Background: an optimization exercise with open tools, aiming at small area, a short achievable clock period and few clock cycles. Do not read the settings as production practice.
In this exercise RTL edits were held to simulation tests only and were not proved equivalent to the original.
Power figures rest on the tool's default switching activity, not on a simulated workload.

Design AEC, start of the top module:
module AEC(clk, rst, ascii_in, ready, valid, result);
input clk;
input rst;
input ready;
input [7:0] ascii_in;
output valid;
output [6:0] result;
reg active;             
reg valid_r;            
reg k_dig, k_pm, k_mul, k_lp, k_rp;    
reg [3:0] xv;           
wire inexpr = ready | active;
wire [7:0] a = ascii_in;
wire is_eq  = a[4] & a[3] & a[2];              
wire is_dig = a[6] | (a[4] & ~(a[3] & a[2]));  
wire is_op  = ~a[6] & ~a[4];                   
wire [2:0] a_inc = a[2:0] + 3'd1;
always @(posedge clk) begin
	if (rst) begin
		active  <= 1'b0;
		valid_r <= 1'b0;
		k_dig   <= 1'b0;
		k_pm    <= 1'b0;
		k_mul   <= 1'b0;
		k_lp    <= 1'b0;
		k_rp    <= 1'b0;
	end else begin
		active  <= inexpr & ~is_eq;
		valid_r <= inexpr & is_eq;
		k_dig   <= inexpr & is_dig;
		k_pm    <= inexpr & is_op & a[0] & (a[1] | a[2]);  
		k_mul   <= inexpr & is_op & ~a[0] & a[1];           
		k_lp    <= inexpr & is_op & ~a[0] & ~a[1];          
		k_rp    <= inexpr & is_op & a[0] & ~a[2] & ~a[1];   
	end
	xv <= a[6] ? {1'b1, a_inc} : (is_op & a[1] & ~a[0]) ? 4'h1 : a[3:0];
end
reg [6:0] A, B, K;
reg [13:0] E0, E1;        
reg [6:0] E2;             
reg [5:0] F;              
reg po;                   
wire [6:0] r0 = ({7{xv[0]}} & B) ^ {7{k_mul}};
wire [6:0] r1 = {7{xv[1]}} & {B[5:0], 1'b0};
wire [6:0] r2 = {7{xv[2]}} & {B[4:0], 2'b0};
wire [6:0] r3 = {7{xv[3]}} & {B[3:0], 3'b0};
wire [6:0] s1 = r0 ^ r1 ^ r2;
wire [6:0] c1 = (r0 & r1) | (r0 & r2) | (r1 & r2);
wire [6:0] t1 = {c1[5:0], 1'b0};
wire [6:0] s2 = s1 ^ t1 ^ r3;
wire [6:0] c2 = (s1 & t1) | (s1 & r3) | (t1 & r3);
wire [6:0] t2 = {c2[5:0], k_mul};
wire [6:0] s3 = s2 ^ t2 ^ A;
wire [6:0] c3 = (s2 & t2) | (s2 & A) | (t2 & A);
wire [6:0] P = s2 + t2;
  ...
For scale: about 74 flip-flops, roughly 19 I/O pins.
export LEC_CHECK = 0
export ABC_AREA = 1
export CAP_MARGIN = 20
export CORE_MARGIN = 2
export CORE_UTILIZATION = 50
export SLEW_MARGIN = 20
create_clock -name core_clock -period 14.0 [get_ports {clk}]
standard.sh (not shown) runs the stock make flow with config.mk's settings and CLKGATE_MAP_FILE= SYNTH_SCRIPT=/design/flow/synth_recipe.tcl, a recipe that flattens the netlist after the stock synthesis.
==> flow/flow/run.sh <==
#!/bin/bash
# Runs the standard ORFS layout (standard.sh) with the extra make
# settings listed one per line in flow/make_args.
set -euo pipefail
mapfile -t extra < flow/make_args
bash standard.sh "${extra[@]}" finish > standard_flow.log 2>&1
==> flow/flow/make_args <==
SETUP_SLACK_MARGIN=10.3
BUFFER_PORTS_ARGS=-buffer_cell sky130_fd_sc_hd__buf_1
CTS_ARGS=-sink_clustering_enable -repair_clock_nets -dont_use_dummy_load -buf_list sky130_fd_sc_hd__clkbuf_8
Testbench counts at the start, summed over its fixed seeds: cycles 27,544.
Then changed:
--- a/flow/flow/make_args
+++ b/flow/flow/make_args
@@ -1 +1 @@
-SETUP_SLACK_MARGIN=10.3
+SETUP_SLACK_MARGIN=10
Outcome:
- synthesized area is unchanged
- via count is lower by about 0.8%
- fmax is lower by about 7%
- count of clock-buffer cells in the layout does not change
- setup slack loses 290 ps
- die area stays the same
- cell area is lower by about 1.4%
- routed wire length is lower by about 1.5%
- utilization is lower by 0.76 points
- non-clock buffer count is lower by 5
Then changed:
--- a/flow/flow/make_args
+++ b/flow/flow/make_args
@@ -1 +1 @@
-SETUP_SLACK_MARGIN=10
+SETUP_SLACK_MARGIN=10.3
ABC_AREA = unset   (was 1)
The new run completed with no timing, DRC or antenna violations.
Worst hold slack gets worse by 13 ps.
Cell area goes down slightly.
Setup slack gets better by 290 ps.
Total power goes up by a few percent.
Clock-buffer cell count stays the same.
Routed wire length goes down by a few percent.

* * *

Another version of the RTL of AEC (not shown whole).
Size in the first run: roughly 73 flip-flops, about 19 I/O pins, roughly 4100 sq um of cells after synthesis.
// AEC
module AEC(clk, rst, ascii_in, ready, valid, result);
input clk;
input rst;
input ready;
input [7:0] ascii_in;
output valid;
output [6:0] result;
reg valid_r;            
reg k_dig, k_pm, k_mul, k_lp, k_rp;    
reg [3:0] xv;           
wire active = k_dig | k_pm | k_mul | k_lp | k_rp;
wire inexpr = ready | active;
wire [7:0] a = ascii_in;
wire is_eq  = a[4] & a[3] & a[2];              
wire is_dig = a[6] | (a[4] & ~(a[3] & a[2]));  
wire is_op  = ~a[6] & ~a[4];                   
wire [2:0] a_inc = a[2:0] + 3'd1;
always @(posedge clk) begin
	if (rst) begin
		valid_r <= 1'b0;
		k_dig   <= 1'b0;
		k_pm    <= 1'b0;
		k_mul   <= 1'b0;
		k_lp    <= 1'b0;
		k_rp    <= 1'b0;
	end else begin
		valid_r <= inexpr & is_eq;
		k_dig   <= inexpr & is_dig;
		k_pm    <= inexpr & is_op & a[0] & (a[1] | a[2]);  
		k_mul   <= inexpr & is_op & ~a[0] & a[1];           
		k_lp    <= inexpr & is_op & ~a[0] & ~a[1];          
		k_rp    <= inexpr & is_op & a[0] & ~a[2] & ~a[1];   
	end
	xv <= a[6] ? {1'b1, a_inc} :
	      is_op ? {2'b00, a[1] & ~a[0]} | {1'b0, a[2], 2'b00} :
	      a[3:0];
end
reg [6:0] A, B, K;
reg [13:0] E0, E1;        
reg [6:0] E2;             
reg [5:0] F;              
reg po;                   
wire [6:0] S_o = {7{k_rp & F[0]}} & E0[13:7];
wire [6:0] r0 = ({7{xv[0]}} & B) ^ {7{k_mul}};
wire [6:0] r1 = {7{xv[1]}} & {B[5:0], 1'b0};
wire [6:0] r2 = {7{xv[2]}} & {B[4:0], 2'b0};
wire [6:0] r3 = ({7{xv[3]}} & {B[3:0], 3'b0}) | S_o;
wire [6:0] s1 = r0 ^ r1 ^ r2;
wire [6:0] c1 = (r0 & r1) | (r0 & r2) | (r1 & r2);
wire [6:0] t1 = {c1[5:0], 1'b0};
wire [6:0] s2 = s1 ^ t1 ^ r3;
wire [6:0] c2 = (s1 & t1) | (s1 & r3) | (t1 & r3);
wire [6:0] t2 = {c2[5:0], k_mul};
wire [6:0] s3 = s2 ^ t2 ^ A;
wire [6:0] c3 = (s2 & t2) | (s2 & A) | (t2 & A);
wire [6:0] P = s2 + t2;
wire [6:0] Q = s3 + {c3[5:0], 1'b0};
wire [6:0] K_o = F[0] ? E0[6:0] : K;
wire [6:0] negK = ~K + 7'd1;
always @(posedge clk) begin
	if (rst) begin
		A  <= 7'd0;
		B  <= 7'd1;
		K  <= 7'd1;
		F  <= 6'd0;
	end else begin
		if (valid_r) begin
			A <= 7'd0;
			B <= 7'd1;
			K <= 7'd1;
		end else if (k_dig) begin
			A <= Q;
			B <= P;
		end else if (k_mul) begin
			A <= Q;
		end else if (k_pm) begin
			B <= xv[2] ? negK : K;
		end else if (k_lp) begin
			A <= 7'd0;
			K <= B;
		end else if (k_rp) begin
			A <= Q;
			B <= A;
			K <= K_o;
		end
		if (k_lp)
			F <= {F[4:0], po};
  ...
==> flow/config.mk <==
export PLATFORM = sky130hd
export DESIGN_NAME = AEC
export DESIGN_NICKNAME = AEC
export VERILOG_FILES = /design/flow/design.v
export SDC_FILE = /design/flow/constraint.sdc
export NUM_CORES = 4
export LEC_CHECK = 0
export CAP_MARGIN = 20
export CORE_MARGIN = 2
export CORE_UTILIZATION = 40
export SLEW_MARGIN = 20
==> flow/constraint.sdc <==
create_clock -name core_clock -period 14.0 [get_ports {clk}]
set_input_delay 2.8000 -clock core_clock [delete_from_list [all_inputs] [get_ports {clk}]]
set_output_delay 2.8000 -clock core_clock [all_outputs]
set_load 0.01 [all_outputs]
==> flow/flow/make_args <==
SETUP_SLACK_MARGIN=10.3
BUFFER_PORTS_ARGS=-buffer_cell sky130_fd_sc_hd__buf_1
CTS_ARGS=-sink_clustering_enable -repair_clock_nets -dont_use_dummy_load -buf_list sky130_fd_sc_hd__clkbuf_8
Scripts as last shown in full above: flow/flow/run.sh
Testbench counts at the start, summed over its fixed seeds: cycles 27,544.
Edit:
- CORE_UTILIZATION: 40 -> 50
=> The new run ran to the end with no violations. Setup slack improves by 8.1 ps. Die area falls by 19%. Clock skew rises by 4.3 ps.
Edit:
==> flow/flow/make_args (replaced) <==
SETUP_SLACK_MARGIN=10.4
BUFFER_PORTS_ARGS=-buffer_cell sky130_fd_sc_hd__buf_1
CTS_ARGS=-sink_clustering_enable -repair_clock_nets -dont_use_dummy_load -buf_list sky130_fd_sc_hd__clkbuf_8
After rerunning:
- first-iteration DRC count goes up by 12%
- design area goes up by 4.4%
- worst setup slack improved by 54 ps
- combinational power goes up by 30%
- clock skew goes down by 5.6 ps
- final cell count goes up by 2.5%

## static timing again, ports no longer ideal
In the flow no input, the clock included, has a driving cell. The finished layouts below were timed again as built, in two steps.
Step 1 (the two cells are an assumption about what drives the block):
set clk [get_ports {clk}]
set_driving_cell -lib_cell sky130_fd_sc_hd__clkbuf_16 $clk
set_driving_cell -lib_cell sky130_fd_sc_hd__buf_2 [delete_from_list [all_inputs] $clk]
Step 2, shift: input delay + t, output delay - t, t = (earliest + latest rising clock arrival at the registers) / 2. This alone moves slack from input paths to output paths.
Slacks: no drivers / after step 1 / after step 2; pairs: no drivers / after step 1.
| run | shift t [ns] | setup WS [ns] | worst setup path at the end | clock arrival spread, ns |
|---|---|---|---|---|
| the first run of note 1 | 0.366 | 10.331 / 10.298 / 10.250 | input to register | 0.030 / 0.030 |
| the second run of note 1 | 0.367 | 10.046 / 10.013 / 10.249 | input to register | 0.030 / 0.031 |
| the third run of note 1 | 0.368 | 10.334 / 10.302 / 10.014 | input to register | 0.020 / 0.019 |
| the first run of note 2 | 0.371 | 10.334 / 10.301 / 10.047 | input to register | 0.016 / 0.015 |
| the second run of note 2 | 0.369 | 10.342 / 10.310 / 10.034 | input to register | 0.019 / 0.020 |
| the third run of note 2 | 0.373 | 10.396 / 10.360 / 10.087 | input to register | 0.014 / 0.014 |
After both steps setup and hold are still met in every run listed. The setup slack of the third run of note 1, which loses most, moves by -0.032 ns with the drivers and by -0.320 ns with both steps.
